What follows belongs to an exercise in optimizing a design on an open flow for a short achievable clock period and few clock cycles; a production flow would make more cautious choices.
Where RTL was checked, it was by simulation tests only, not by an equivalence proof against the original.
Only the layout flow was run in run 1; the RTL was not checked for function there.
Power is estimated from default activity; no workload was simulated.

## design.v

```verilog
module wisc_core (
	err, halt, imem_addr, dmem_addr, dmem_wdata, dmem_en, dmem_wr,
	clk, rst, imem_rdata, dmem_rdata
	);
	input clk;
	input rst;
	output err;
	output halt;
	output [15:0] imem_addr;
	input  [15:0] imem_rdata;
	output [15:0] dmem_addr;
	output [15:0] dmem_wdata;
	output dmem_en;
	output dmem_wr;
	input  [15:0] dmem_rdata;
	reg [15:0] pc_f;             
	reg [15:0] ir_x;             
	reg [15:0] pc2_x;            
	reg        v_x;              
	reg        pt_x;             
	reg [15:0] pc_x;             
	reg [15:0]  bt_v;
	reg [255:0] bt_pc;
	reg [255:0] bt_tgt;
	reg [15:0] m_addr, m_wdata;  
	reg        m_en, m_wr, m_ld;
	reg [2:0]  m_rd;             
	reg        halted;
	reg        err_r;
	reg [15:0] r0, r1, r2, r3, r4, r5, r6, r7;
	wire [4:0] op = ir_x[15:11];
	wire [2:0] rs = ir_x[10:8];
	wire [2:0] rt = ir_x[7:5];
	wire [2:0] rd = ir_x[4:2];
	wire i_halt  = (op == 5'b00000);
	wire i_ill   = (op[4:1] == 4'b0001);
	wire i_j     = (op == 5'b00100);
	wire i_jr    = (op == 5'b00101);
	wire i_jal   = (op == 5'b00110);
	wire i_jalr  = (op == 5'b00111);
	wire i_subi  = (op == 5'b01000);
	wire i_immal = (op[4:2] == 3'b010);    
	wire i_br    = (op[4:2] == 3'b011);
	wire i_st    = (op == 5'b10000);
	wire i_ld    = (op == 5'b10001);
	wire i_slbi  = (op == 5'b10010);
	wire i_stu   = (op == 5'b10011);
	wire i_shi   = (op[4:2] == 3'b101);
	wire i_lbi   = (op == 5'b11000);
	wire i_btr   = (op == 5'b11001);
	wire i_shr   = (op == 5'b11010);
	wire i_arith = (op == 5'b11011);
	wire i_set   = (op[4:2] == 3'b111);
	wire rs_used = ~(op[4:2] == 3'b000 || i_j || i_jal || i_lbi);
	wire rt_used = i_st | i_stu | i_shr | i_arith | i_set;
	function [15:0] rsel(input [2:0] s, input [15:0] a0, input [15:0] a1,
		input [15:0] a2, input [15:0] a3, input [15:0] a4, input [15:0] a5,
		input [15:0] a6, input [15:0] a7);
		case (s)
			3'd0: rsel = a0; 3'd1: rsel = a1; 3'd2: rsel = a2; 3'd3: rsel = a3;
			3'd4: rsel = a4; 3'd5: rsel = a5; 3'd6: rsel = a6; default: rsel = a7;
		endcase
	endfunction
	wire [15:0] A = rsel(rs, r0, r1, r2, r3, r4, r5, r6, r7);
	wire [15:0] B = rsel(rt, r0, r1, r2, r3, r4, r5, r6, r7);
	wire stall = v_x & m_ld & ((rs_used & (rs == m_rd)) | (rt_used & (rt == m_rd)));
	wire ex = v_x & ~stall & ~halted;    
	wire [15:0] imm5s  = {{11{ir_x[4]}}, ir_x[4:0]};
	wire [15:0] imm5z  = {11'd0, ir_x[4:0]};
	wire [15:0] imm8s  = {{8{ir_x[7]}}, ir_x[7:0]};
	wire [15:0] imm11s = {{5{ir_x[10]}}, ir_x[10:0]};
	wire sub_op = i_subi | (i_arith & (ir_x[1:0] == 2'b01));
	wire [15:0] add_a = sub_op ? ~A : A;
	wire [15:0] add_b = i_arith ? B : imm5s;
	wire [15:0] sum = add_a + add_b + {15'd0, sub_op};
	wire [16:0] diff = {1'b0, A} + {1'b0, ~B} + 17'd1;
	wire lt  = (A[15] ^ B[15]) ? A[15] : diff[15];
	wire eq  = (A == B);
	wire [16:0] csum = {1'b0, A} + {1'b0, B};
	reg set_v;
	always @(*) begin
		case (op[1:0])
			2'b00: set_v = eq;
			2'b01: set_v = lt;
			2'b10: set_v = lt | eq;
			default: set_v = csum[16];
		endcase
	end
	wire [3:0] cnt = i_shr ? B[3:0] : ir_x[3:0];
	wire [1:0] sop = i_shr ? ir_x[1:0] : op[1:0];
	wire [31:0] rotl_w = {A, A} << cnt;
	wire [31:0] rotr_w = {A, A} >> cnt;
	reg [15:0] shv;
	always @(*) begin
		case (sop)
			2'b00: shv = rotl_w[31:16];           
			2'b01: shv = A << cnt;                
			2'b10: shv = rotr_w[15:0];            
			default: shv = A >> cnt;              
		endcase
	end
	wire [15:0] rev;
	genvar gi;
	generate for (gi = 0; gi < 16; gi = gi + 1) begin : g_rev
		assign rev[gi] = A[15-gi];
	end endgenerate
	wire [15:0] lop_b = i_arith ? B : imm5z;
	wire [15:0] xorv  = A ^ lop_b;
	wire [15:0] andnv = A & ~lop_b;
	wire is_xor = i_arith ? (ir_x[1:0] == 2'b10) : (op[1:0] == 2'b11);
	wire is_andn = i_arith ? (ir_x[1:0] == 2'b11) : (op[1:0] == 2'b10);
	reg [15:0] res;
	always @(*) begin
		if (i_jal | i_jalr)            res = pc2_x;
		else if (i_set)                res = {15'd0, set_v};
		else if (i_shi | i_shr)        res = shv;
		else if (i_btr)                res = rev;
		else if (i_lbi)                res = imm8s;
		else if (i_slbi)               res = {A[7:0], ir_x[7:0]};
		else if (is_xor & (i_immal | i_arith))  res = xorv;
		else if (is_andn & (i_immal | i_arith)) res = andnv;
		else                           res = sum;
	end
	wire wr_en = i_immal | i_shi | i_ld | i_stu | i_lbi | i_slbi | i_btr |
		i_shr | i_arith | i_set | i_jal | i_jalr;
	wire wr_x = ex & wr_en & ~i_ld;    
	reg [2:0] wsel;
	always @(*) begin
		if (i_jal | i_jalr)                    wsel = 3'd7;
		else if (i_stu | i_lbi | i_slbi)       wsel = rs;
		else if (i_immal | i_shi | i_ld)       wsel = rt;
		else                                   wsel = rd;
	end
	reg cond;
	always @(*) begin
		case (op[1:0])
			2'b00: cond = (A != 16'd0);
			2'b01: cond = (A == 16'd0);
			2'b10: cond = A[15];
			default: cond = ~A[15];
		endcase
	end
	wire [15:0] tgt_pc  = pc2_x + ((i_j | i_jal) ? imm11s : imm8s);
	wire [15:0] tgt_reg = A + imm8s;
	wire taken = i_j | i_jal | i_jr | i_jalr | (i_br & cond);
	wire ctl = i_j | i_jal | i_jr | i_jalr | i_br;
	wire redirect = ex & ((taken != pt_x) | ((i_jr | i_jalr) & (tgt_reg != pc_f)));
	wire [15:0] npc = ~taken ? pc2_x : (i_jr | i_jalr) ? tgt_reg : tgt_pc;
	wire [3:0] bt_i = pc_f[4:1];
	wire bt_hit = bt_v[bt_i] & (bt_pc[16*bt_i +: 16] == pc_f);
	wire [15:0] pc2_f = pc_f + 16'd2;
	wire m_ld_wr = m_ld;    
	always @(posedge clk) begin
		if (rst) begin
			pc_f   <= 16'd0;
			v_x    <= 1'b0;
			m_en   <= 1'b0;
			m_wr   <= 1'b0;
			m_ld   <= 1'b0;
			halted <= 1'b0;
			err_r  <= 1'b0;
		end else begin
			if (redirect) begin
				pc_f <= npc;
				v_x  <= 1'b0;
			end else if (!stall) begin
				pc_f  <= bt_hit ? bt_tgt[16*bt_i +: 16] : pc2_f;
				ir_x  <= imem_rdata;
				pc2_x <= pc2_f;
				pc_x  <= pc_f;
				pt_x  <= bt_hit;
				v_x   <= 1'b1;
			end
			m_en <= ex & (i_st | i_ld | i_stu);
			m_wr <= ex & (i_st | i_stu);
			m_ld <= ex & i_ld;
			if (ex & i_halt) halted <= 1'b1;
			err_r <= ex & i_ill;
		end
		m_addr  <= sum;
		m_wdata <= B;
		m_rd    <= rt;
	end
	always @(posedge clk) begin
		if (rst)
			bt_v <= 16'd0;
		else if (ex & ctl) begin
			bt_v[pc_x[4:1]] <= taken;
			bt_pc[16*pc_x[4:1] +: 16]  <= pc_x;
			bt_tgt[16*pc_x[4:1] +: 16] <= npc;
		end
	end
	always @(posedge clk) begin
		if (m_ld_wr & (m_rd == 3'd0)) r0 <= dmem_rdata;
		if (m_ld_wr & (m_rd == 3'd1)) r1 <= dmem_rdata;
		if (m_ld_wr & (m_rd == 3'd2)) r2 <= dmem_rdata;
		if (m_ld_wr & (m_rd == 3'd3)) r3 <= dmem_rdata;
		if (m_ld_wr & (m_rd == 3'd4)) r4 <= dmem_rdata;
		if (m_ld_wr & (m_rd == 3'd5)) r5 <= dmem_rdata;
		if (m_ld_wr & (m_rd == 3'd6)) r6 <= dmem_rdata;
		if (m_ld_wr & (m_rd == 3'd7)) r7 <= dmem_rdata;
		if (wr_x & (wsel == 3'd0)) r0 <= res;
		if (wr_x & (wsel == 3'd1)) r1 <= res;
		if (wr_x & (wsel == 3'd2)) r2 <= res;
		if (wr_x & (wsel == 3'd3)) r3 <= res;
		if (wr_x & (wsel == 3'd4)) r4 <= res;
		if (wr_x & (wsel == 3'd5)) r5 <= res;
		if (wr_x & (wsel == 3'd6)) r6 <= res;
		if (wr_x & (wsel == 3'd7)) r7 <= res;
	end
	assign imem_addr  = pc_f;
	assign dmem_addr  = m_addr;
	assign dmem_wdata = m_wdata;
	assign dmem_en    = m_en;
	assign dmem_wr    = m_wr;
	assign halt       = halted;
	assign err        = err_r;
endmodule
```

## flow/run.sh

```bash
#!/bin/bash
# Layout flow: the standard flow (standard.sh, unchanged synthesis), with
# strong port buffers and timing repair that aims for much more setup slack
# than the 24 ns clock needs. Each tool's output goes to a log file here.
set -e
export SETUP_SLACK_MARGIN=18.3
export BUFFER_PORTS_ARGS="-buffer_cell sky130_fd_sc_hd__buf_4"
bash standard.sh > standard.log 2>&1
```

## standard.sh

```bash
#!/bin/bash
# synth_recipe.tcl (not shown) runs the flow's synth.tcl, then flattens the netlist and writes it again
# the make line also repeats each setting of config.mk as NAME=value (left out here)
make -C /OpenROAD-flow-scripts/flow DESIGN_CONFIG=/design/flow/config.mk WORK_HOME=/design/flow/orfs CLKGATE_MAP_FILE= SYNTH_SCRIPT=/design/flow/synth_recipe.tcl "${@:-finish}"
```

## config.mk

```make
export PLATFORM = sky130hd
export DESIGN_NAME = wisc_core
export DESIGN_NICKNAME = wisc_core
export VERILOG_FILES = /design/flow/design.v
export SDC_FILE = /design/flow/constraint.sdc
export NUM_CORES = 4
export LEC_CHECK = 0
export ABC_CLOCK_PERIOD_IN_PS = 4000
export CAP_MARGIN = 20
export CORE_MARGIN = 2
export CORE_UTILIZATION = 40
export SLEW_MARGIN = 20
```

## constraint.sdc

```tcl
create_clock -name core_clock -period 24.0 [get_ports {clk}]
set_input_delay 4.8000 -clock core_clock [delete_from_list [all_inputs] [get_ports {clk}]]
set_output_delay 4.8000 -clock core_clock [all_outputs]
set_load 0.01 [all_outputs]
```

==> flow_summary.json, run 1 <==
{
  "status": "complete, no violations",
  "drtIter0Drc": 3901,
  "die-height_um": 337.1,
  "syn_to_final_growth_pct": 14.73,
  "yosys.area.top_type_share_pct": 46.56,
  "synth_ff_type": "edfxtp_1",
  "finalCriticalPeriod_ps": 6076,
  "drt_first_pass_iters": 6,
  "clock_latency_ps": 680,
  "start_kind": "flip-flop",
  "ys_async_sr_fraction_pct": 0,
  "route.detailed.drc": 0,
  "finalHoldViolCount": 0,
  "grt_pass1_wl_um": 215900,
  "max_slew_margin_pct": 20.86,
  "final_cell_area_sq_mm": 0.05091,
  "die_area_sq_mm": 0.1136,
  "synth.distinct_cells": 105,
  "vias": 33840,
  "ys_seq_elements": 761,
  "clock-skew-final_ps": 51.69,
  "syn_area_per_cell_sq_um": 11.23,
  "antenna_left": 0,
  "finalSetupTns_ps": 0,
  "synth-edff-count": 688,
  "clockBufferDepth": 3,
  "synth_top_cells_by_area": "edfxtp_1 47%, mux4_2 8.0%, mux2_2 5.3%",
  "yosys.area.top_type": "edfxtp_1",
  "cts_sinks": 761,
  "endpoint_kind": "primary output",
  "crit_arrival_ps": 1280,
  "powerDensity_mw_per_mm2": 76.42,
  "drive_above_1_share_pct": 23.16,
  "period_share_pct": 25.32,
  "via_per_inst": 6.095,
  "wl_per_cell_um": 26.47,
  "die_x_um": 337.1,
  "antenna_found_initial": 5,
  "hp-class": "flip-flop to flip-flop",
  "finalMaxSlewViolations": 0,
  "cp.required_ps": 19200,
  "io_pins": 86,
  "cts-root-buf": "clkbuf_16",
  "peakVddDrop_mv": 0.05565,
  "worstPathMaxFanout": 2,
  "yosysWarningCount": 1,
  "io_buffers": 85,
  "setup-violations-final": 0,
  "crit_type": "flip-flop to primary output",
  "ys_seq_area_share_pct": 49.85,
  "worst_pin_slew_ps": 1178,
  "rows": 122,
  "grt_max_degree": 93,
  "cts_tree": "done",
  "clk_pin_slew_ps": 60,
  "rsz0062_at_grt": "yes",
  "design.core.area_sq_mm": 0.1104,
  "nets": 4127,
  "initial_core_util_pct": 40.21,
  "cts_made_buffers": 86,
  "maxCapViolCount": 0,
  "fmax_mhz": 164.6,
  "wirelength_um": 146900,
  "grt-ovfl-total": 0,
  "synth_cells": 3952,
  "place_hpwl_um": 91090,
  "grt_pass1_vias": 32410,
  "syn_area_sq_mm": 0.04437,
  "synth_nets": 4087,
  "grt_use_total_pct": 25.42,
  "h-tree-depth": 3,
  "placed_area_sq_mm": 0.04646,
  "p_leak_uw": 0.01831,
  "gp_congestion": 1.003
}
## layout by cell type, fill, tap and decap left out, types with 22 or more instances in the layout
cell	Yosys	layout
buf_4	11	163
clkbuf_16	0	93
nor3_1	33	32
nand3_1	60	55
mux4_2	158	158
ha_1	97	92
or3_1	23	23
a22oi_1	27	27
o211ai_1	32	32
xnor2_1	69	67
a21oi_1	139	139
nor2_1	211	203
o21ai_1	25	24
and3_1	22	22
o21ai_0	460	454
nand2_1	619	607
a221oi_1	32	32
xor2_1	30	30
mux2i_1	130	128
edfxtp_1	688	688
mux2_2	210	210
nand2b_1	27	25
inv_1	65	54
buf_6	13	55
dfxtp_2	0	38
and2_1	27	27
## flip-flops by register name, indices dropped and copies added (netlist names), 3 cells and up
register and cells:
bt_pc 256, bt_tgt 256, bt_v 16, ir_x 16, m_addr 16, m_wdata 16
pc_f 16, pc_x 16, r0 16, r1 16, r2 16, r3 16
r4 16, r5 16, r6 16, r7 16, pc2_x 15, m_rd 3
## Yosys cell counts (17+ instances only)
master    number
o211ai_1      32
xnor2_1       69
edfxtp_1     688
a31oi_1       23
o21ai_0      460
nand4_1       20
buf_1         17
nor2_1       211
xor2_1        30
nand3_1       60
mux4_2       158
or3_1         23
ha_1          97
a211oi_1      23
and3_1        22
a22oi_1       27
and2_1        27
mux2i_1      130
nand2b_1      27
mux2_2       210
o21ai_1       25
dfxtp_1       73
nor3_1        33
a21oi_1      139
o21a_1        20
nand2_1      619
inv_1         65
nor2b_1       22
clkbuf_1     209
a221oi_1      32
buf_2         52
## cells by family after synthesis
kind of cell	share of synthesized area (%)
AND/OR/NAND/NOR	11.33
buffers and inverters	3.609
multiplexers	16.49
AO/OA/AOI/OAI	13.79
flip-flops	49.85
adder cells (fa/ha/maj)	2.938
XOR/XNOR	1.991
## area by class of cell
| cell class | instances | area, sq um |
|---|---|---|
| diodes | 4 | 10.01 |
| clock buffers | 113 | 2377 |
| clock inverters | 42 | 419.2 |
| fillers | 10180 | 59450 |
| inverters | 69 | 300.3 |
| multi-input cells | 2820 | 21050 |
| flip-flops and latches | 761 | 22220 |
| well taps | 1488 | 1862 |
| repair buffers | 254 | 2675 |
## per-layer routing
metal / GRT usage [%] / part of all wire [%] / vias to the layer above
li1: - / - / 15030
met1: 35.70 / 42 / 16820
met2: 39.60 / 45 / 1650
met3: 4.032 / 8.4 / 328
met4: 9.479 / 3.9 / 0
met5: 0 / 0 / -
## what timing repair did
item,CTS,global route
buffers inserted,30,25
hold buffers,0,0
endpoints found under the setup margin,679,284
pin swaps,3,11
gates resized for setup,178,59
cloned,10,4
## metrics by stage
stage | instances | setup slack [ps] | utilization [%] | power [uW] | hold slack, ps
6_report | 5551 | 17920 | 46.13 | 3891 | 485.6
3_3_place_gp | 5321 | 15890 | 42.08 | 2501 | 468.6
2_1_floorplan | 3952 | 10950 | - | 2193 | 396.9
4_1_cts | 5516 | 17890 | 45.64 | 3866 | 493.3
3_5_place_dp | 5321 | 15870 | 42.09 | 2507 | 485.3
5_1_grt | 5550 | 17900 | 46.13 | 4034 | 535.6
## final timing paths
path / start / end / slack, ps / cells past startpoint
min reg2reg: bt_v[12] / bt_v[12] / 490 / 2
min: bt_v[12] / bt_v[12] / 490 / 2
max reg2reg: ir_x[9] / ir_x[1] / 18420 / 19
max: pc_f[7] / imem_addr[7] / 17920 / 2
## critical path, cell delays in order, from the launching register on
cell and delay [ps]:
dfxtp_4 340, buf_8 130, buf_6 120
## report_power, final
part           internal [uW]  total [uW]  switching, uW
logic                    392        1010            622
clock network            747        1320            572
registers               1520        1560           41.6
==> run 2: changes to the inputs <==
--- a/design.v
+++ b/design.v
@@ -14,14 +14,16 @@
 	output dmem_wr;
 	input  [15:0] dmem_rdata;
 	reg [15:0] pc_f;             
+	reg [15:0] p2_f;             
 	reg [15:0] ir_x;             
 	reg [15:0] pc2_x;            
 	reg        v_x;              
 	reg        pt_x;             
-	reg [15:0] pc_x;             
-	reg [15:0]  bt_v;
-	reg [255:0] bt_pc;
-	reg [255:0] bt_tgt;
+	reg [15:0] pt_tgt_x;         
+	reg [7:0]   bt_v;
+	reg [103:0] bt_pc;
+	reg [127:0] bt_tgt;
+	reg [127:0] bt_tgt2;
 	reg [15:0] m_addr, m_wdata;  
 	reg        m_en, m_wr, m_ld;
 	reg [2:0]  m_rd;             
@@ -144,15 +146,17 @@
 	wire [15:0] tgt_reg = A + imm8s;
 	wire taken = i_j | i_jal | i_jr | i_jalr | (i_br & cond);
 	wire ctl = i_j | i_jal | i_jr | i_jalr | i_br;
-	wire redirect = ex & ((taken != pt_x) | ((i_jr | i_jalr) & (tgt_reg != pc_f)));
+	wire redirect = ex & ((taken != pt_x) | ((i_jr | i_jalr) & (tgt_reg != pt_tgt_x)));
 	wire [15:0] npc = ~taken ? pc2_x : (i_jr | i_jalr) ? tgt_reg : tgt_pc;
-	wire [3:0] bt_i = pc_f[4:1];
-	wire bt_hit = bt_v[bt_i] & (bt_pc[16*bt_i +: 16] == pc_f);
-	wire [15:0] pc2_f = pc_f + 16'd2;
+	wire [15:0] npc2 = npc + 16'd2;
+	wire [2:0] bt_i = p2_f[3:1];
+	wire bt_hit = bt_v[bt_i] & (bt_pc[13*bt_i +: 13] == {p2_f[15:4], p2_f[0]});
+	wire [15:0] p4_f = p2_f + 16'd2;
 	wire m_ld_wr = m_ld;    
 	always @(posedge clk) begin
 		if (rst) begin
 			pc_f   <= 16'd0;
+			p2_f   <= 16'd2;
 			v_x    <= 1'b0;
 			m_en   <= 1'b0;
 			m_wr   <= 1'b0;
@@ -162,12 +166,14 @@
 		end else begin
 			if (redirect) begin
 				pc_f <= npc;
+				p2_f <= npc2;
 				v_x  <= 1'b0;
 			end else if (!stall) begin
-				pc_f  <= bt_hit ? bt_tgt[16*bt_i +: 16] : pc2_f;
+				pc_f  <= bt_hit ? bt_tgt[16*bt_i +: 16] : p2_f;
+				p2_f  <= bt_hit ? bt_tgt2[16*bt_i +: 16] : p4_f;
 				ir_x  <= imem_rdata;
-				pc2_x <= pc2_f;
-				pc_x  <= pc_f;
+				pc2_x <= p2_f;
+				pt_tgt_x <= bt_tgt[16*bt_i +: 16];
 				pt_x  <= bt_hit;
 				v_x   <= 1'b1;
 			end
@@ -183,11 +189,12 @@
 	end
 	always @(posedge clk) begin
 		if (rst)
-			bt_v <= 16'd0;
+			bt_v <= 8'd0;
 		else if (ex & ctl) begin
-			bt_v[pc_x[4:1]] <= taken;
-			bt_pc[16*pc_x[4:1] +: 16]  <= pc_x;
-			bt_tgt[16*pc_x[4:1] +: 16] <= npc;
+			bt_v[pc2_x[3:1]] <= taken;
+			bt_pc[13*pc2_x[3:1] +: 13]   <= {pc2_x[15:4], pc2_x[0]};
+			bt_tgt[16*pc2_x[3:1] +: 16]  <= npc;
+			bt_tgt2[16*pc2_x[3:1] +: 16] <= npc2;
 		end
 	end
 	always @(posedge clk) begin
==> run 2 against run 1 <==
Largest cell class is now multi-input combinational cells. Area after synthesis shrank 13%. Wire length shrank 6.3%. Still clean on timing, DRC and antenna. Critical endpoint is now imem_addr[15]. Design area shrank 13%. First-iteration DRC count grew 3.3%. Highest routed layer is now met5.
==> flow_summary.json, run 2 <==
{
  "syn_to_final_growth_pct": 14.80,
  "dpl.cell_count": 4766,
  "design.core.area_sq_mm": 0.09529,
  "antenna_left": 0,
  "grt-busiest-layer": "met2",
  "grt_max_degree": 80,
  "finalSetupTns_ps": 0,
  "via_per_inst": 6.345,
  "synth-edff-count": 537,
  "syn_area_per_cell_sq_um": 10.77,
  "crit_arrival_ps": 1150,
  "placed_area_sq_mm": 0.04057,
  "endpoint_kind": "primary output",
  "rows": 113,
  "crit_type": "flip-flop to primary output",
  "gp_congestion": 0.9684,
  "drtIter0Drc": 4029,
  "max_stage_delay_ps": 390,
  "max_slew_margin_pct": 24.35,
  "total_power_uw": 3487,
  "grt_pass1_wl_um": 200500,
  "start_kind": "flip-flop",
  "grt_pass1_vias": 29790,
  "wl_per_cell_um": 27.87,
  "ys_async_sr_fraction_pct": 0,
  "hold_buffers": 0,
  "drt_first_pass_iters": 7,
  "powerDensity_mw_per_mm2": 78.69,
  "nets": 3750,
  "fmax_mhz": 168.1,
  "maxCapViolCount": 0,
  "crit_family": "flip-flops",
  "hold_path_depth": 2,
  "cts_made_buffers": 73,
  "grt-ovfl-total": 0,
  "ys_seq_elements": 618,
  "cts_tree": "done",
  "crit_chain": "buf_6",
  "wirelength_um": 137700,
  "antenna_found_initial": 4,
  "ys_seq_area_share_pct": 45.98,
  "io_pins": 86,
  "p_leak_uw": 0.01623,
  "yosys.area.top_type_share_pct": 41.78,
  "synth_ff_type": "edfxtp_1",
  "yosys.area.top_type": "edfxtp_1",
  "route.detailed.drc": 0,
  "syn_area_sq_mm": 0.03860,
  "fin_cells": 4939,
  "clockBufferDepth": 3,
  "drive_above_1_share_pct": 21.76,
  "worst_pin_slew_ps": 1135,
  "finalHoldViolCount": 0,
  "h-tree-depth": 3,
  "synth.distinct_cells": 108,
  "synth_nets": 3721,
  "rsz0062_at_grt": "yes",
  "cp.required_ps": 19200,
  "clock_latency_ps": 660,
  "period_share_pct": 24.79,
  "place_hpwl_um": 90120,
  "die_area_sq_mm": 0.09900,
  "final_cell_area_sq_mm": 0.04431,
  "final_common_cell": "edfxtp_1",
  "vias": 31340,
  "use_met3_pct": 4.954,
  "mostFrequentLayoutCells": "537 x edfxtp_1, 475 x nand2_1, 312 x o21ai_0",
  "die-height_um": 314.6,
  "initial_core_util_pct": 40.51,
  "crit_buf_inv": 1,
  "setup-violations-final": 0,
  "status": "complete, no violations",
  "reg2reg_to": "bt_tgt2[31]",
  "holdPathEnd": "bt_v[1]",
  "synth_cells": 3583,
  "hp-class": "flip-flop to flip-flop",
  "io_buffers": 85,
  "cp_slowest_cell": "dfxtp_4",
  "r2r_start": "ir_x[9]",
  "synth_top_cells_by_area": "edfxtp_1 42%, mux4_2 6.1%, mux2_2 5.3%",
  "finalMaxSlewViolations": 0,
  "die_x_um": 314.6,
  "yosysMostFrequentCell": "edfxtp_1",
  "reg2reg_depth": 20,
  "r2r_slack_ps": 18460,
  "clock-skew-final_ps": 30.79,
  "worstPathMaxFanout": 2,
  "finalCriticalPeriod_ps": 5949,
  "grt_use_total_pct": 27.11,
  "grt_util_met1_pct": 36.29,
  "min_from": "bt_v[1]",
  "clk_pin_slew_ps": 70,
  "peakVddDrop_mv": 0.04992,
  "cts_sinks": 618,
  "hold_ws_ps": 480.5,
  "ys_top_cells_by_count": "537 x edfxtp_1, 477 x nand2_1, 322 x o21ai_0",
  "yosysWarningCount": 1,
  "cts-root-buf": "clkbuf_16",
  "grtUsageMet2_pct": 42.68
}
[run 2: cell types whose count changed after synthesis, moves of 13 or more]
cell	change
a22o_1	+136
mux2_2	-28
edfxtp_1	-151
buf_2	-13
o21ai_0	-138
nand2_1	-142
clkbuf_1	-19
a221oi_1	-16
a22oi_1	-15
a211oi_1	+33
xnor2_1	+19
o21ai_1	-18
mux4_2	-53
nor3_1	+21
[run 2: metal layers]
metal  vias to the layer above  share of wire [%]
li1                      13730                  -
met1                     15480                 40
met2                      1723                 46
met3                       406                9.4
met4                         6                5.1
met5                         -              0.028
[run 2: kinds of logic after synthesis]
kind of cell	share of synthesized area (%)
XOR/XNOR	2.885
adder cells (fa/ha/maj)	3.449
AND/OR/NAND/NOR	11.59
flip-flops	45.98
AO/OA/AOI/OAI	17.40
multiplexers	15.12
buffers and inverters	3.566
[run 2: worst max path at each step]
stage / startpoint / endpoint / slack, ps / cells after the start
6_report: pc_f[15] / imem_addr[15] / 18050 / 1
5_1_grt: pc_f[2] / imem_addr[2] / 18040 / 1
4_1_cts: pc_f[2] / imem_addr[2] / 18030 / 1
3_5_place_dp: rst / bt_tgt2[110] / 15620 / 5
3_3_place_gp: rst / bt_tgt2[111] / 15640 / 5
2_1_floorplan: rst / bt_pc[0] / 13180 / 3
[run 2: cell type report]
type,count,area (sq um)
clock buffer,102,2007
multi-input combinational,2631,19950
inverter,68,270.3
clock inverter,33,365.4
tap,1265,1583
antenna,2,5.005
fill,8855,50980
timing repair buffer,220,2268
sequential,618,17860
[run 2: where the power goes]
group / leakage [uW] / switching [uW] / internal (uW)
combinational: 0.00950 / 660 / 403
clock: 0.00114 / 484 / 635
sequential: 0.00559 / 59.1 / 1250
[run 2: timing repair]
action,CTS,global route
cloned,8,4
pin swaps,9,6
setup buffers,10,14
gates resized for setup,179,60
endpoints found under the setup margin,644,371
[run 2: stage by stage]
stage	worst slack [ps]	utilization [%]
floorplan	13180	-
global placement	15640	42.57
detailed placement	15620	42.58
CTS	18030	46.03
global route	18040	46.50
finish	18050	46.50
Testbench counts of run 2, summed over its fixed seeds: cycles 98,628.
==> run 3: changes to the inputs <==
--- a/design.v
+++ b/design.v
@@ -152,6 +152,12 @@
 	wire [2:0] bt_i = p2_f[3:1];
 	wire bt_hit = bt_v[bt_i] & (bt_pc[13*bt_i +: 13] == {p2_f[15:4], p2_f[0]});
 	wire [15:0] p4_f = p2_f + 16'd2;
+	wire res_sum = ~(i_jal | i_jalr | i_set | i_shi | i_shr | i_btr | i_lbi | i_slbi |
+		((is_xor | is_andn) & (i_immal | i_arith)));
+	wire [15:0] zc = {add_a[14:0] | add_b[14:0], sub_op};
+	wire x_zero = wr_x & res_sum & ((add_a ^ add_b) == zc);
+	wire f_can = bt_hit & ~redirect & ~stall & x_zero;     
+	wire f_exit = f_can & (imem_rdata[15:11] == 5'b01100) & (imem_rdata[10:8] == wsel);
 	wire m_ld_wr = m_ld;    
 	always @(posedge clk) begin
 		if (rst) begin
@@ -164,7 +170,14 @@
 			halted <= 1'b0;
 			err_r  <= 1'b0;
 		end else begin
-			if (redirect) begin
+			if (f_exit) begin
+				pc_f  <= p2_f;
+				p2_f  <= p4_f;
+				ir_x  <= imem_rdata;
+				pc2_x <= p2_f;
+				pt_x  <= 1'b0;
+				v_x   <= 1'b1;
+			end else if (redirect) begin
 				pc_f <= npc;
 				p2_f <= npc2;
 				v_x  <= 1'b0;
==> run 3 against run 2 <==
Count of clock-buffer cells in the layout down 8. Via count rose by 6.2%. Worst setup slack got worse by 630 ps. Clock power barely moved. Clock skew increased by 12 ps. Cell count increased by 6.2%. Critical path type is now input port to flip-flop.
==> flow_summary.json, run 3 <==
{
  "max_slew_margin_pct": 24.50,
  "initial_core_util_pct": 40.17,
  "grt_pass1_vias": 31270,
  "hp-class": "flip-flop to flip-flop",
  "yosys.area.top_type_share_pct": 40.97,
  "syn_to_final_growth_pct": 16.75,
  "placed_area_sq_mm": 0.04167,
  "clock_latency_ps": 680,
  "ys_top_cells_by_count": "561 x nand2_1, 537 x edfxtp_1, 312 x o21ai_0",
  "cp_slowest_cell": "nor3b_4",
  "grt_max_degree": 64,
  "io_pins": 86,
  "worstPathMaxFanout": 6,
  "h-tree-depth": 3,
  "status": "complete, no violations",
  "endpoint_kind": "flip-flop",
  "ys_async_sr_fraction_pct": 0,
  "rows": 115,
  "rsz0062_at_grt": "yes",
  "dpl.cell_count": 5039,
  "yosysWarningCount": 1,
  "vias": 33280,
  "cp.required_ps": 24590,
  "crit_type": "input port to flip-flop",
  "yosysMostFrequentCell": "nand2_1",
  "synth-edff-count": 537,
  "drt_first_pass_iters": 6,
  "io_buffers": 85,
  "ys_seq_area_share_pct": 45.09,
  "fmax_mhz": 151.9,
  "power.share.switching_pct": 34.72,
  "peakVddDrop_mv": 0.06217,
  "route.detailed.drc": 0,
  "synth_nets": 3990,
  "max_stage_delay_ps": 280,
  "powerDensity_mw_per_mm2": 75.32,
  "period_share_pct": 27.43,
  "nFillCells": 9022,
  "hold_ws_ps": 452.6,
  "nets": 4051,
  "crit_arrival_ps": 7180,
  "p_int_uw": 2260,
  "ys_seq_elements": 618,
  "finalMaxSlewViolations": 0,
  "antenna_found_initial": 9,
  "drtIter0Drc": 4178,
  "cts_tree": "done",
  "combPwrFrac_pct": 30.3,
  "syn_area_sq_mm": 0.03936,
  "clock_power_share_pct": 32.3,
  "synth_top_cells_by_area": "edfxtp_1 41%, mux4_2 6.0%, nand2_1 5.3%",
  "die_x_um": 317.7,
  "cts-root-buf": "clkbuf_16",
  "mostFrequentLayoutCells": "558 x nand2_1, 537 x edfxtp_1, 296 x o21ai_0",
  "maxCapViolCount": 0,
  "yosys.area.top_type": "edfxtp_1",
  "final_cell_area_sq_mm": 0.04596,
  "grt_use_total_pct": 27.76,
  "crit_chain": "buf_12 > nor4_4 > buf_6 > nand4_1 > nor3_1 > nand4_1 > nor4_1 > and3_2 > nor3b_4 > buf_6 > buf_12 > buf_16 > a22oi_2 > a21oi_1",
  "synth_ff_type": "edfxtp_1",
  "setup-violations-final": 0,
  "p_sw_uw": 1202,
  "gp_congestion": 1.013,
  "wirelength_um": 144600,
  "syn_area_per_cell_sq_um": 10.26,
  "finalSetupTns_ps": 0,
  "seq_power_share_pct": 37.4,
  "synth.distinct_cells": 102,
  "clock-skew-final_ps": 42.40,
  "via_per_inst": 6.342,
  "fin_cells": 5247,
  "grt-ovfl-total": 0,
  "grt_pass1_wl_um": 211800,
  "place_hpwl_um": 92670,
  "synth_cells": 3838,
  "clk_pin_slew_ps": 60,
  "hold_buffers": 0,
  "worst_pin_slew_ps": 1131,
  "clockBufferDepth": 3,
  "finalHoldViolCount": 0,
  "final_common_cell": "nand2_1",
  "die-height_um": 317.7,
  "p_leak_uw": 0.01713,
  "die_area_sq_mm": 0.1009,
  "wl_per_cell_um": 27.56,
  "cts_sinks": 618,
  "drive_above_1_share_pct": 20.93,
  "cts_made_buffers": 73,
  "finalCriticalPeriod_ps": 6582,
  "start_kind": "input port",
  "antenna_left": 0,
  "design.core.area_sq_mm": 0.09799
}
run 3: cell types whose count changed after synthesis, moves of 14 or more:
cell	delta
ha_1	+14
a22oi_1	+22
inv_1	+20
mux2_2	-58
nand2_1	+84
clkbuf_1	+27
buf_2	-17
nor2_1	+44
a31oi_1	+14
nor3_1	+21
a21oi_1	+27
run 3: per-stage QoR:
step	setup WS, ps	util, %	total power, uW
6_report	17420	46.90	3462
5_1_grt	17380	46.89	3570
2_1_floorplan	9928	-	1913
4_1_cts	17560	46.42	3418
3_5_place_dp	13930	42.52	2273
3_3_place_gp	13860	42.52	2269
run 3: power groups by stage:
| stage | logic, uW | clock network (uW) | registers (uW) |
|---|---|---|---|
| floorplan | 622 | 0 | 1290 |
| global placement | 960 | 0 | 1310 |
| detailed placement | 964 | 0 | 1310 |
| CTS | 999 | 1130 | 1290 |
| global route | 1110 | 1160 | 1300 |
| finish | 1050 | 1120 | 1290 |
run 3: final timing paths:
kind | startpoint | end | slack, ps | depth (start not counted)
max | imem_rdata[11] | pc_f[0] | 17420 | 14
min | bt_v[3] | bt_v[3] | 450 | 2
max reg2reg | ir_x[7] | pc_f[0] | 18170 | 23
min reg2reg | bt_v[3] | bt_v[3] | 450 | 2
run 3: final cells by class:
type,instances,area (sq um),share of cell area [%]
Antenna cell,4,10.01,0.02178
Clock buffer,94,1937,4.214
Sequential cell,618,17840,38.81
Inverter,85,330.3,0.7187
Tap cell,1287,1610,3.504
Timing Repair Buffer,275,2964,6.450
Clock inverter,38,409.1,0.8903
Multi-Input combinational cell,2846,20860,45.39
run 3: logic make-up (layout without fill, tap and decap cells):
group | Yosys count | in the layout | synth area share, %
AND/OR/NAND/NOR | 1190 | 1194 | 13.58
adder cells (fa/ha/maj) | 118 | 118 | 3.827
flip-flops | 618 | 618 | 45.09
multiplexers | 359 | 359 | 12.85
other | 0 | 4 | 0
AO/OA/AOI/OAI | 1053 | 1053 | 17.93
XOR/XNOR | 122 | 122 | 2.928
buffers and inverters | 378 | 492 | 3.805
run 3: worst max-delay path, delay by kind of cell:
kind,cells,cell delay (ps)
AOI/OAI and AO/OA,2,190
buffers and inverters,5,730
and+or+nand+nor,7,1440
run 3: metal layers:
layer,wire length [um],vias up,GRT usage (%),part of all wire [%]
met5,23,-,0,0.016
met4,8006,4,13.99,5.5
met3,15390,417,5.859,11
met2,63390,1945,42.00,44
met1,57780,16260,37.67,40
li1,-,14650,-,-
run 3: repair_timing:
item / CTS / global route
pin swaps: 15 / 13
resized for setup: 186 / 82
setup endpoints to repair: 752 / 273
cloned: 18 / 2
buffers inserted: 40 / 11
Testbench counts of run 3, summed over its fixed seeds: cycles 97,587.
==> run 4: changes to the inputs <==
--- a/design.v
+++ b/design.v
@@ -151,13 +151,27 @@
 	wire [15:0] npc2 = npc + 16'd2;
 	wire [2:0] bt_i = p2_f[3:1];
 	wire bt_hit = bt_v[bt_i] & (bt_pc[13*bt_i +: 13] == {p2_f[15:4], p2_f[0]});
-	wire [15:0] p4_f = p2_f + 16'd2;
 	wire res_sum = ~(i_jal | i_jalr | i_set | i_shi | i_shr | i_btr | i_lbi | i_slbi |
 		((is_xor | is_andn) & (i_immal | i_arith)));
 	wire [15:0] zc = {add_a[14:0] | add_b[14:0], sub_op};
-	wire x_zero = wr_x & res_sum & ((add_a ^ add_b) == zc);
-	wire f_can = bt_hit & ~redirect & ~stall & x_zero;     
-	wire f_exit = f_can & (imem_rdata[15:11] == 5'b01100) & (imem_rdata[10:8] == wsel);
+	wire sum_z = ((add_a ^ add_b) == zc);
+	wire [7:0] w_r = {8{wr_x}} & (8'd1 << wsel);
+	wire [15:0] rv [0:7];
+	assign rv[0] = r0; assign rv[1] = r1; assign rv[2] = r2; assign rv[3] = r3;
+	assign rv[4] = r4; assign rv[5] = r5; assign rv[6] = r6; assign rv[7] = r7;
+	wire [31:0] kf;
+	generate for (gi = 0; gi < 8; gi = gi + 1) begin : g_kf
+		wire z = (rv[gi] == 16'd0);
+		wire pend = (m_ld & (m_rd == gi)) | (ex & i_ld & (rt == gi));
+		wire known = ~w_r[gi] & ~pend;
+		assign kf[4*gi+0] = w_r[gi] ? (res_sum & sum_z)  : (known & z);            
+		assign kf[4*gi+1] = w_r[gi] ? (res_sum & ~sum_z) : (known & ~z);           
+		assign kf[4*gi+2] = known & ~rv[gi][15];                                   
+		assign kf[4*gi+3] = known & rv[gi][15];                                    
+	end endgenerate
+	wire fi_br = (imem_rdata[15:13] == 3'b011);
+	wire f_follow = bt_hit & ~(fi_br & kf[{imem_rdata[10:8], imem_rdata[12:11]}]);
+	wire [15:0] p4_f = p2_f + 16'd2;
 	wire m_ld_wr = m_ld;    
 	always @(posedge clk) begin
 		if (rst) begin
@@ -170,24 +184,17 @@
 			halted <= 1'b0;
 			err_r  <= 1'b0;
 		end else begin
-			if (f_exit) begin
-				pc_f  <= p2_f;
-				p2_f  <= p4_f;
-				ir_x  <= imem_rdata;
-				pc2_x <= p2_f;
-				pt_x  <= 1'b0;
-				v_x   <= 1'b1;
-			end else if (redirect) begin
+			if (redirect) begin
 				pc_f <= npc;
 				p2_f <= npc2;
 				v_x  <= 1'b0;
 			end else if (!stall) begin
-				pc_f  <= bt_hit ? bt_tgt[16*bt_i +: 16] : p2_f;
-				p2_f  <= bt_hit ? bt_tgt2[16*bt_i +: 16] : p4_f;
+				pc_f  <= f_follow ? bt_tgt[16*bt_i +: 16] : p2_f;
+				p2_f  <= f_follow ? bt_tgt2[16*bt_i +: 16] : p4_f;
 				ir_x  <= imem_rdata;
 				pc2_x <= p2_f;
 				pt_tgt_x <= bt_tgt[16*bt_i +: 16];
-				pt_x  <= bt_hit;
+				pt_x  <= f_follow;
 				v_x   <= 1'b1;
 			end
 			m_en <= ex & (i_st | i_ld | i_stu);
==> run 4 against run 3 <==
Maximum frequency is 0.53% lower. Core utilization is 0.34 points higher. Die area is 1.8% higher. Cell count is 0.44% higher. First-iteration DRC count is 6.1% higher. Area after synthesis is 1.8% higher. Hold slack better by 27 ps. Via count is 2.7% higher. Synthesized cell count is 0.13% higher. Count of clock-buffer cells in the layout is 5 lower. Largest cell class unchanged.
==> flow_summary.json, run 4 <==
{
  "fin_ws_ps": 17380,
  "ys_seq_area_share_pct": 44.29,
  "cts_made_buffers": 74,
  "p_sw_uw": 1281,
  "nFillCells": 9178,
  "antenna_found_initial": 3,
  "grt_use_total_pct": 28.64,
  "start_kind": "input port",
  "clock-skew-final_ps": 37.11,
  "syn_area_sq_mm": 0.04007,
  "period_share_pct": 27.57,
  "powerDensity_mw_per_mm2": 77.66,
  "ys_seq_elements": 618,
  "synth.distinct_cells": 105,
  "drtIter0Drc": 4431,
  "regArea_sq_mm": 0.01783,
  "clockBufferDepth": 3,
  "rsz0062_at_grt": "yes",
  "final_common_cell": "edfxtp_1",
  "use_met3_pct": 5.809,
  "cts_tree": "done",
  "seq_power_share_pct": 36.0,
  "peakVddDrop_mv": 0.05218,
  "synth_cells": 3843,
  "die_area_sq_mm": 0.1027,
  "wirelength_um": 151900,
  "rows": 116,
  "vias": 34190,
  "drive_above_1_share_pct": 22.81,
  "design.core.area_sq_mm": 0.09971,
  "yosys.area.top_type": "edfxtp_1",
  "fmax_mhz": 151.1,
  "finalMaxSlewViolations": 0,
  "h-tree-depth": 3,
  "max_slew_margin_pct": 25.52,
  "cts-root-buf": "clkbuf_16",
  "synth-edff-count": 537,
  "worst_pin_slew_ps": 1111,
  "maxCapViolCount": 0,
  "place_hpwl_um": 99880,
  "clock_power_share_pct": 32.7,
  "route.detailed.drc": 0,
  "ys_top_cells_by_count": "537 x edfxtp_1, 509 x nand2_1, 308 x o21ai_0",
  "dpl.cell_count": 5045,
  "cp_slowest_cell": "a2111o_2",
  "hold_buffers": 0,
  "final_cell_area_sq_mm": 0.04710,
  "pre_cts_ws_ps": 15300,
  "grt_max_degree": 89,
  "finalCriticalPeriod_ps": 6617,
  "die-height_um": 320.5,
  "p_int_uw": 2376,
  "grt_util_met1_pct": 40.10,
  "antenna_left": 0,
  "finalHoldViolCount": 0,
  "max_stage_delay_ps": 560,
  "total_power_uw": 3658,
  "yosysWarningCount": 1,
  "gp_congestion": 0.9901,
  "hp-class": "flip-flop to flip-flop",
  "synth_ff_type": "edfxtp_1",
  "io_pins": 86,
  "status": "complete, no violations",
  "crit_chain": "buf_16 > clkinv_8 > mux2i_2 > xor2_1 > o311a_1 > o31ai_2 > a21oi_2 > nor3b_4 > a2111o_2 > nand2_8 > mux2_4 > o32ai_2",
  "finalSetupTns_ps": 0,
  "placed_area_sq_mm": 0.04229,
  "die_x_um": 320.5,
  "yosys.area.top_type_share_pct": 40.25,
  "grt-ovfl-total": 0,
  "clk_pin_slew_ps": 60,
  "crit_arrival_ps": 7210,
  "clock_latency_ps": 680,
  "cp.required_ps": 24590,
  "yosysMostFrequentCell": "edfxtp_1",
  "grt_pass1_wl_um": 220000,
  "via_per_inst": 6.487,
  "cts_sinks": 618,
  "grt_pass1_vias": 31860,
  "fin_cells": 5270,
  "multi_input_area_sq_mm": 0.02173,
  "syn_area_per_cell_sq_um": 10.43,
  "endpoint_kind": "flip-flop",
  "syn_to_final_growth_pct": 17.55,
  "crit_family": "compound AO/OA/AOI/OAI gates",
  "crit_buf_inv": 2,
  "combPwrFrac_pct": 31.3,
  "wl_per_cell_um": 28.82,
  "initial_core_util_pct": 40.18,
  "worstPathMaxFanout": 7,
  "synth_top_cells_by_area": "edfxtp_1 40%, mux4_2 5.6%, nand2_1 4.8%",
  "grt-busiest-layer": "met2",
  "ys_async_sr_fraction_pct": 0,
  "setup-violations-final": 0,
  "p_leak_uw": 0.01729,
  "mostFrequentLayoutCells": "537 x edfxtp_1, 505 x nand2_1, 287 x o21ai_0",
  "io_buffers": 85,
  "drt_first_pass_iters": 6,
  "crit_type": "input port to flip-flop",
  "nets": 4061,
  "grtUsageMet2_pct": 42.85,
  "power.share.switching_pct": 35.03,
  "synth_nets": 3995
}
run 4: cell type report:
cell class | instances | share of cell area (%)
sequential | 618 | 37.87
timing repair buffer | 275 | 6.198
antenna | 4 | 0.02125
clock inverter | 46 | 1.270
multi-input combinational | 2834 | 46.14
tap | 1298 | 3.448
inverter | 106 | 0.8979
clock buffer | 89 | 4.157
run 4: through the flow:
stage | util, % | hold WS [ps]
after floorplan | - | 396.9
after global placement | 42.41 | 460.9
after detailed placement | 42.41 | 466.5
after CTS | 46.51 | 474.9
after global routing | 47.23 | 495.0
final | 47.24 | 479.8
run 4: worst reg2reg max path, cell delays in order, from the launching register on:
cell and delay [ps]:
edfxtp_1 520, buf_8 260, nand3_2 370, buf_4 280
nor2_1 80, a211oi_2 430, inv_1 250, o21ai_0 340
ha_1 350, xnor2_1 180, nor4_1 310, nand4_1 130
buf_4 180, nor4b_2 260, or3b_1 390, and4_1 200
mux2i_2 300, a32oi_2 180, a2111o_2 630, nand2_8 150
mux2_4 310, o32ai_2 230
run 4: path summary, 6_finish.rpt:
kind | from | end | slack (ps) | cells after the start
setup / recovery | imem_rdata[12] | p2_f[5] | 17380 | 12
hold / removal | bt_v[6] | bt_v[6] | 480 | 2
setup reg to reg | ir_x[6] | p2_f[5] | 17590 | 21
hold reg to reg | bt_v[6] | bt_v[6] | 480 | 2
run 4: power groups by stage:
stage | Combinational [uW] | Clock, uW | Sequential [uW]
after CTS | 1090 | 1210 | 1310
after detailed placement | 1040 | 0 | 1330
final | 1140 | 1200 | 1320
after floorplan | 685 | 0 | 1300
after global placement | 1040 | 0 | 1330
after global routing | 1210 | 1250 | 1320
run 4: metal layers:
layer	up-vias	part of all wire, %
li1	14830	-
met2	1973	44
met1	16960	41
met3	416	10
met5	-	0.016
met4	4	4.8
run 4: logic make-up after synthesis:
group,count (synthesis),share of synthesized area [%]
compound gates,1028,17.75
xor+xnor,134,3.054
fa+ha+maj,118,3.760
buf+inv,392,3.894
flops,618,44.29
mux,424,14.27
simple gates,1129,12.98
run 4: what timing repair did:
item	CTS	global route
setup buffers	42	26
setup endpoints to repair	722	416
cloned	14	4
resized for setup	205	100
pin swaps	31	27
Testbench counts of run 4, summed over its fixed seeds: cycles 97,497.
==> run 5: changes to the inputs <==
--- a/design.v
+++ b/design.v
@@ -24,6 +24,10 @@
 	reg [103:0] bt_pc;
 	reg [127:0] bt_tgt;
 	reg [127:0] bt_tgt2;
+	reg [7:0]   bt_cb;
+	reg [15:0]  bt_kd;
+	reg [23:0]  bt_rs;
+	reg [7:0]   bt_lt;
 	reg [15:0] m_addr, m_wdata;  
 	reg        m_en, m_wr, m_ld;
 	reg [2:0]  m_rd;             
@@ -159,18 +163,29 @@
 	wire [15:0] rv [0:7];
 	assign rv[0] = r0; assign rv[1] = r1; assign rv[2] = r2; assign rv[3] = r3;
 	assign rv[4] = r4; assign rv[5] = r5; assign rv[6] = r6; assign rv[7] = r7;
-	wire [31:0] kf;
-	generate for (gi = 0; gi < 8; gi = gi + 1) begin : g_kf
+	wire [7:0] k_z, k_nz, k_ng, k_ps;
+	generate for (gi = 0; gi < 8; gi = gi + 1) begin : g_known
 		wire z = (rv[gi] == 16'd0);
 		wire pend = (m_ld & (m_rd == gi)) | (ex & i_ld & (rt == gi));
 		wire known = ~w_r[gi] & ~pend;
-		assign kf[4*gi+0] = w_r[gi] ? (res_sum & sum_z)  : (known & z);            
-		assign kf[4*gi+1] = w_r[gi] ? (res_sum & ~sum_z) : (known & ~z);           
-		assign kf[4*gi+2] = known & ~rv[gi][15];                                   
-		assign kf[4*gi+3] = known & rv[gi][15];                                    
+		assign k_z[gi]  = w_r[gi] ? (res_sum & sum_z)  : (known & z);
+		assign k_nz[gi] = w_r[gi] ? (res_sum & ~sum_z) : (known & ~z);
+		assign k_ng[gi] = known & rv[gi][15];
+		assign k_ps[gi] = known & ~rv[gi][15];
 	end endgenerate
-	wire fi_br = (imem_rdata[15:13] == 3'b011);
-	wire f_follow = bt_hit & ~(fi_br & kf[{imem_rdata[10:8], imem_rdata[12:11]}]);
+	wire [2:0] e_rs = bt_rs[3*bt_i +: 3];
+	wire [1:0] e_kd = bt_kd[2*bt_i +: 2];
+	reg e_true, e_false;
+	always @(*) begin
+		case (e_kd)
+			2'b00: begin e_true = k_nz[e_rs]; e_false = k_z[e_rs];  end    
+			2'b01: begin e_true = k_z[e_rs];  e_false = k_nz[e_rs]; end    
+			2'b10: begin e_true = k_ng[e_rs]; e_false = k_ps[e_rs]; end    
+			default: begin e_true = k_ps[e_rs]; e_false = k_ng[e_rs]; end  
+		endcase
+	end
+	wire f_follow = bt_hit & (~bt_cb[bt_i] | e_true | (~e_false & bt_lt[bt_i]));
+	wire [15:0] ctl_tgt = (i_jr | i_jalr) ? tgt_reg : tgt_pc;
 	wire [15:0] p4_f = p2_f + 16'd2;
 	wire m_ld_wr = m_ld;    
 	always @(posedge clk) begin
@@ -211,10 +226,14 @@
 		if (rst)
 			bt_v <= 8'd0;
 		else if (ex & ctl) begin
-			bt_v[pc2_x[3:1]] <= taken;
+			bt_v[pc2_x[3:1]] <= 1'b1;
 			bt_pc[13*pc2_x[3:1] +: 13]   <= {pc2_x[15:4], pc2_x[0]};
-			bt_tgt[16*pc2_x[3:1] +: 16]  <= npc;
-			bt_tgt2[16*pc2_x[3:1] +: 16] <= npc2;
+			bt_tgt[16*pc2_x[3:1] +: 16]  <= ctl_tgt;
+			bt_tgt2[16*pc2_x[3:1] +: 16] <= ctl_tgt + 16'd2;
+			bt_cb[pc2_x[3:1]] <= i_br;
+			bt_kd[2*pc2_x[3:1] +: 2] <= op[1:0];
+			bt_rs[3*pc2_x[3:1] +: 3] <= rs;
+			bt_lt[pc2_x[3:1]] <= taken;
 		end
 	end
 	always @(posedge clk) begin
==> run 5 against run 4 <==
Flip-flop and latch count increased by 56. Non-clock buffer count increased by 96. Area after synthesis increased by 5.2%. Largest power group unchanged. Largest cell class unchanged. Maximum frequency increased by 10%. Count of clock-buffer cells in the layout grew 18. Clock power hardly changed. Cell count rose by 6.6%. Via count grew 6.3%. Wire length up 7.9%. Sequential share of layout area increased by 0.66 points. First-iteration DRC count up 13%. Synthesized cell count up 4.3%. Critical endpoint is now imem_addr[15].
==> flow_summary.json, run 5 <==
{
  "grt_pass1_vias": 33630,
  "io_buffers": 85,
  "rows": 119,
  "initial_core_util_pct": 40.16,
  "syn_area_per_cell_sq_um": 10.51,
  "design.core.area_sq_mm": 0.1050,
  "wirelength_um": 163800,
  "p_leak_uw": 0.01897,
  "wl_per_cell_um": 29.17,
  "maxCapViolCount": 0,
  "r2r_start": "ir_x[9]",
  "grt_util_met1_pct": 40.21,
  "synth_nets": 4163,
  "synth-edff-count": 593,
  "crit_type": "flip-flop to primary output",
  "rsz0062_at_grt": "yes",
  "clockBufferDepth": 3,
  "hold_ws_ps": 480.3,
  "synth_top_cells_by_area": "edfxtp_1 42%, mux4_2 6.4%, nand2_1 5.6%",
  "place_hpwl_um": 104200,
  "utilization_pct": 48.34,
  "r2r_slack_ps": 18270,
  "setup-violations-final": 0,
  "drt_first_pass_iters": 7,
  "die-height_um": 328.7,
  "endpoint_kind": "primary output",
  "yosys.area.top_type_share_pct": 42.24,
  "use_met3_pct": 6.802,
  "clock-skew-final_ps": 40.37,
  "ys_seq_area_share_pct": 46.08,
  "period_share_pct": 25.06,
  "crit_arrival_ps": 1210,
  "antenna_left": 0,
  "grt_use_total_pct": 29.12,
  "cts_tree": "done",
  "ys_top_cells_by_count": "626 x nand2_1, 593 x edfxtp_1, 296 x o21ai_0",
  "grt-busiest-layer": "met2",
  "yosysMostFrequentCell": "nand2_1",
  "fmax_mhz": 166.3,
  "die_x_um": 328.7,
  "grt_max_degree": 92,
  "synth.distinct_cells": 103,
  "finalMaxSlewViolations": 0,
  "grtUsageMet2_pct": 43.58,
  "reg2reg_to": "p2_f[2]",
  "cp_slowest_cell": "dfxtp_4",
  "yosysWarningCount": 1,
  "mostFrequentLayoutCells": "621 x nand2_1, 593 x edfxtp_1, 275 x o21ai_0",
  "max_slew_margin_pct": 19.33,
  "status": "complete, no violations",
  "crit_chain": "buf_6",
  "grt_pass1_wl_um": 233000,
  "via_per_inst": 6.468,
  "critPathLaunch": "pc_f[15]",
  "clock_latency_ps": 690,
  "io_pins": 86,
  "powerDensity_mw_per_mm2": 75.91,
  "nets": 4316,
  "synth_cells": 4010,
  "h-tree-depth": 3,
  "gp_congestion": 0.9973,
  "clk_pin_slew_ps": 60,
  "nFillCells": 9520,
  "vias": 36330,
  "synthAdderAreaFrac_pct": 3.603,
  "synth_top_family_by_area": "compound AO/OA/AOI/OAI gates",
  "cts_made_buffers": 78,
  "max_stage_delay_ps": 410,
  "synth_xor_area_share_pct": 2.944,
  "antenna_found_initial": 9,
  "final_cell_area_sq_mm": 0.05074,
  "grt-ovfl-total": 0,
  "ys_seq_elements": 674,
  "finalCriticalPeriod_ps": 6013,
  "syn_to_final_growth_pct": 20.36,
  "ys_async_sr_fraction_pct": 0,
  "synth_ff_type": "edfxtp_1",
  "synth.area.mux_share_pct": 12.83,
  "yosys.area_share.simple_pct": 13.21,
  "route.detailed.drc": 0,
  "cp-endpoint": "imem_addr[15]",
  "yosys.area.top_type": "edfxtp_1",
  "crit_family": "flip-flops",
  "synth_compound_area_share_pct": 17.37,
  "path_depth": 1,
  "placed_area_sq_mm": 0.04422,
  "crit_buf_inv": 1,
  "finalSetupTns_ps": 0,
  "worstPathMaxFanout": 2,
  "cp.required_ps": 19200,
  "drive_above_1_share_pct": 23.53,
  "reg2reg_depth": 29,
  "cts_sinks": 674,
  "die_area_sq_mm": 0.1080,
  "final_common_cell": "nand2_1",
  "drtIter0Drc": 5026,
  "syn_area_sq_mm": 0.04216,
  "worst_pin_slew_ps": 1206,
  "hp-class": "flip-flop to flip-flop",
  "finalHoldViolCount": 0,
  "peakVddDrop_mv": 0.07499,
  "cts-root-buf": "clkbuf_16",
  "start_kind": "flip-flop"
}
## run 5: cell count changes after synthesis, sizes merged, moves of 14 or more
cell	delta
nand2	+118
a22o	+92
edfxtp	+56
mux2	-44
a32o	-34
mux2i	-23
clkbuf	+22
mux4	+20
xor2	+20
nor3	-19
nand3	+17
a21o	+15
o21ai	-14
## run 5: power by group
part	total, uW	switching (uW)	internal [uW]
clock	1210	528	683
combinational	1230	762	465
sequential	1410	60.3	1350
total	3850	1350	2500
## run 5: how the worst min path moves through the flow
stage | depth (start not counted) | slack, ps | startpoint | endpoint
4_1_cts | 2 | 480 | bt_v[6] | bt_v[6]
3_5_place_dp | 2 | 460 | bt_v[6] | bt_v[6]
6_report | 2 | 480 | bt_v[2] | bt_v[2]
2_1_floorplan | 0 | 400 | ir_x[5] | m_rd[0]
5_1_grt | 2 | 500 | bt_v[0] | bt_v[0]
3_3_place_gp | 2 | 460 | bt_v[4] | bt_v[4]
## run 5: routing by layer
| layer | part of all wire [%] | wire length (um) |
|---|---|---|
| met1 | 40 | 65670 |
| met3 | 12 | 19050 |
| met2 | 43 | 70940 |
| met5 | 0.013 | 22 |
| met4 | 5.0 | 8138 |
## run 5: cell families after synthesis
family                     after synthesis
buffers and inverters                  418
adders and majority gates              119
AOI/OAI and AO/OA                     1054
muxes                                  377
and+or+nand+nor                       1228
DFF                                    674
xor gates and xnor gates               140
## run 5: through the flow
stage	worst slack [ps]	instances	power [uW]
2_1_floorplan	12290	4010	2094
3_3_place_gp	13880	5282	2482
3_5_place_dp	13870	5283	2491
4_1_cts	17980	5510	3759
5_1_grt	17970	5616	3974
6_report	17990	5617	3852
## run 5: layout make-up
cell class              count  area [sq um]  area share [%]
multi-input cells        2919         22210           43.77
flip-flops and latches    674         19550           38.52
repair buffers            371          4190           8.258
clock buffers             107          2162           4.261
well taps                1391          1740           3.430
inverters                 116         475.5          0.9370
clock inverters            35         390.4          0.7693
repair inverters            3         22.52         0.04438
diodes                      1         2.502        0.004931
## run 5: timing repair
action | CTS | global route
pin swaps | 22 | 66
setup endpoints to repair | 763 | 442
hold buffers | 0 | 0
buffers inserted | 60 | 94
gates resized for setup | 273 | 177
cloned | 25 | 9
Testbench counts of run 5, summed over its fixed seeds: cycles 97,414.
==> run 6: changes to the inputs <==
--- a/design.v
+++ b/design.v
@@ -155,21 +155,24 @@
 	wire [15:0] npc2 = npc + 16'd2;
 	wire [2:0] bt_i = p2_f[3:1];
 	wire bt_hit = bt_v[bt_i] & (bt_pc[13*bt_i +: 13] == {p2_f[15:4], p2_f[0]});
-	wire res_sum = ~(i_jal | i_jalr | i_set | i_shi | i_shr | i_btr | i_lbi | i_slbi |
-		((is_xor | is_andn) & (i_immal | i_arith)));
-	wire [15:0] zc = {add_a[14:0] | add_b[14:0], sub_op};
-	wire sum_z = ((add_a ^ add_b) == zc);
+	wire [15:0] nimm5 = 16'd0 - imm5s;
+	wire [7:0] eq_n;
+	wire i_addi = (op == 5'b01001);
 	wire [7:0] w_r = {8{wr_x}} & (8'd1 << wsel);
 	wire [15:0] rv [0:7];
 	assign rv[0] = r0; assign rv[1] = r1; assign rv[2] = r2; assign rv[3] = r3;
 	assign rv[4] = r4; assign rv[5] = r5; assign rv[6] = r6; assign rv[7] = r7;
 	wire [7:0] k_z, k_nz, k_ng, k_ps;
+	generate for (gi = 0; gi < 8; gi = gi + 1) begin : g_eq
+		assign eq_n[gi] = (rv[gi] == nimm5);
+	end endgenerate
+	wire x_z = eq_n[rs];
 	generate for (gi = 0; gi < 8; gi = gi + 1) begin : g_known
 		wire z = (rv[gi] == 16'd0);
 		wire pend = (m_ld & (m_rd == gi)) | (ex & i_ld & (rt == gi));
 		wire known = ~w_r[gi] & ~pend;
-		assign k_z[gi]  = w_r[gi] ? (res_sum & sum_z)  : (known & z);
-		assign k_nz[gi] = w_r[gi] ? (res_sum & ~sum_z) : (known & ~z);
+		assign k_z[gi]  = w_r[gi] ? (i_addi & x_z)  : (known & z);
+		assign k_nz[gi] = w_r[gi] ? (i_addi & ~x_z) : (known & ~z);
 		assign k_ng[gi] = known & rv[gi][15];
 		assign k_ps[gi] = known & ~rv[gi][15];
 	end endgenerate
==> run 6 against run 5 <==
Cell count decreased by 3.0%. Hold slack lost 14 ps. Sequential power about the same. Design area shrank 4.0%. Clock power fell by 5%. Critical path depth stayed put. Power decreased by 1.7%. Maximum frequency grew 0.23%. Via count is 2.9% lower. Synthesized cell count down 1.6%. First-iteration DRC count is 13% lower.
==> flow_summary.json, run 6 <==
{
  "status": "complete, no violations",
  "cts_tree": "done",
  "finalSetupTns_ps": 0,
  "rsz0062_at_grt": "yes",
  "die-height_um": 329.0,
  "crit_buf_inv": 1,
  "setup-violations-final": 0,
  "synth_top_family_by_area": "compound AO/OA/AOI/OAI gates",
  "syn_area_sq_mm": 0.04224,
  "synth.area.mux_share_pct": 12.37,
  "fin_ws_ps": 18000,
  "place_hpwl_um": 102100,
  "finalMaxSlewViolations": 0,
  "syn_area_per_cell_sq_um": 10.71,
  "synth_top_cells_by_area": "edfxtp_1 42%, mux4_2 6.5%, a22o_1 6.2%",
  "powerDensity_mw_per_mm2": 77.76,
  "yosysWarningCount": 1,
  "io_buffers": 85,
  "wirelength_um": 155800,
  "placed_area_sq_mm": 0.04451,
  "synth.distinct_cells": 111,
  "antenna_left": 0,
  "grt-ovfl-total": 0,
  "endpoint_kind": "primary output",
  "h-tree-depth": 3,
  "io_pins": 86,
  "crit_type": "flip-flop to primary output",
  "grt_pass1_wl_um": 225700,
  "maxCapViolCount": 0,
  "mostFrequentLayoutCells": "593 x edfxtp_1, 499 x nand2_1, 300 x a22o_1",
  "total_power_uw": 3786,
  "final_common_cell": "edfxtp_1",
  "start_kind": "flip-flop",
  "crit_arrival_ps": 1200,
  "die_x_um": 329.0,
  "clock_latency_ps": 680,
  "ys_async_sr_fraction_pct": 0,
  "worstPathMaxFanout": 2,
  "synth_xor_area_share_pct": 3.395,
  "pre_cts_ws_ps": 14580,
  "clockBufferDepth": 3,
  "finalHoldViolCount": 0,
  "period_share_pct": 25.00,
  "ys_seq_elements": 674,
  "yosys.area.top_type": "edfxtp_1",
  "grt_pass1_vias": 33020,
  "p_leak_uw": 0.01756,
  "cts_made_buffers": 78,
  "max_slew_margin_pct": 22.43,
  "synth_nets": 4087,
  "ys_top_cells_by_count": "593 x edfxtp_1, 505 x nand2_1, 300 x a22o_1",
  "fmax_mhz": 166.7,
  "drtIter0Drc": 4386,
  "hp-class": "flip-flop to flip-flop",
  "ys_seq_area_share_pct": 46.00,
  "peakVddDrop_mv": 0.06732,
  "synth_cells": 3945,
  "max_stage_delay_ps": 410,
  "initial_core_util_pct": 40.24,
  "synthAdderAreaFrac_pct": 3.270,
  "gp_congestion": 0.9644,
  "grt_max_degree": 62,
  "cp_slowest_cell": "dfxtp_4",
  "nets": 4141,
  "drt_first_pass_iters": 6,
  "antenna_cells": 0,
  "grt_use_total_pct": 27.94,
  "synth_compound_area_share_pct": 17.95,
  "route.detailed.drc": 0,
  "rows": 119,
  "cts-root-buf": "clkbuf_16",
  "cts_sinks": 674,
  "vias": 35290,
  "synth-edff-count": 593,
  "yosys.area.top_type_share_pct": 42.16,
  "yosysMostFrequentCell": "edfxtp_1",
  "clk_pin_slew_ps": 60,
  "clock-skew-final_ps": 43.06,
  "crit_family": "flip-flops",
  "antenna_found_initial": 4,
  "crit_chain": "buf_6",
  "wl_per_cell_um": 28.59,
  "synth_ff_type": "edfxtp_1",
  "final_cell_area_sq_mm": 0.04869,
  "cp.required_ps": 19200,
  "hold_ws_ps": 466.2,
  "worst_pin_slew_ps": 1161,
  "drive_above_1_share_pct": 20.10,
  "syn_to_final_growth_pct": 15.28,
  "design.core.area_sq_mm": 0.1050,
  "via_per_inst": 6.474,
  "die_area_sq_mm": 0.1082,
  "yosys.area_share.simple_pct": 13.52,
  "finalCriticalPeriod_ps": 6000
}
==> run 6: cells by family (layout without fill, tap and decap cells) <==
| kind of cell | Yosys count | count (layout) |
|---|---|---|
| AND/OR/NAND/NOR | 1230 | 1230 |
| XOR/XNOR | 162 | 162 |
| AO/OA/AOI/OAI | 1046 | 1046 |
| buffers and inverters | 370 | 484 |
| adder cells (fa/ha/maj) | 108 | 108 |
| multiplexers | 355 | 355 |
| flip-flops | 674 | 674 |
==> run 6: through the flow <==
step / util [%] / cells
2_1_floorplan: - / 3945
6_report: 46.39 / 5450
3_5_place_dp: 42.41 / 5248
3_3_place_gp: 42.37 / 5246
4_1_cts: 45.85 / 5425
5_1_grt: 46.39 / 5450
==> run 6: final timing paths <==
kind	startpoint	slack [ps]	cells past startpoint	end
max reg2reg	ir_x[5]	18520	20	r7[15]
min reg2reg	bt_v[0]	470	1	bt_v[0]
min	bt_v[0]	470	1	bt_v[0]
max	pc_f[10]	18000	1	imem_addr[10]
==> run 6: power breakdown <==
part / total (uW) / switching [uW] / internal [uW] / leakage [uW]
Sequential: 1430 / 71.2 / 1360 / 0.00610
Clock: 1150 / 515 / 637 / 0.00117
Combinational: 1200 / 759 / 445 / 0.0103
==> run 6: layer usage <==
layer  vias to the layer above  share of wire (%)  global-route usage [%]  wire length (um)
li1                      15300                  -                       -                 -
met3                       385                 10                   5.245             15720
met4                         4                4.4                   12.15              6844
met5                         -              0.022                       0                34
met1                     17590                 41                   39.01             63680
met2                      2007                 45                   42.41             69550
==> run 6: layout make-up <==
cell class	count	area, sq um
Timing Repair inverter	1	5.005
Timing Repair Buffer	260	2865
Tap cell	1391	1740
Fill cell	9555	56280
Sequential cell	674	19550
Clock buffer	94	2054
Clock inverter	46	352.8
Multi-Input combinational cell	2901	21790
Inverter	83	335.3
==> run 6: what timing repair did <==
action	in CTS	in global routing
hold buffers	0	0
pin swaps	2	11
buffers inserted	22	19
resized for setup	181	72
gates cloned	15	4
endpoints found under the setup margin	747	387
Testbench counts of run 6, summed over its fixed seeds: cycles 97,414.

-- port drivers added, routing unchanged --
No port has a modelled driver above. Below, the same layouts with a new extraction and two added sets of constraints.
Step 1 assumes that a clkbuf_16 drives the clock port and a buf_2 every other input.
Step 2 times the ports against the registers' clock, not the clock port: input delays grow and output delays shrink by t, the midpoint of the rising clock arrivals with the driver on.
a / b / c = no drivers / after step 1 / after step 2; a / b = the first two.
run	t (ns)	setup slack, ns	latest minus earliest clock arrival (ns)	pins driven straight from the clock port
run 1	0.723	17.924 / 17.855 / 17.630	0.053 / 0.054	1
run 2	0.712	18.051 / 17.981 / 17.612	0.031 / 0.031	1
run 3	0.721	17.418 / 17.434 / 16.713	0.043 / 0.042	1
run 4	0.727	17.383 / 17.308 / 16.581	0.037 / 0.038	1
run 5	0.740	17.987 / 17.915 / 17.534	0.041 / 0.041	1
run 6	0.736	18.000 / 17.921 / 17.568	0.050 / 0.049	1
After both steps setup and hold are still met in every run listed. For run 4, which loses most, drivers alone change the setup slack by -0.075 ns; drivers and shift together by -0.802 ns.
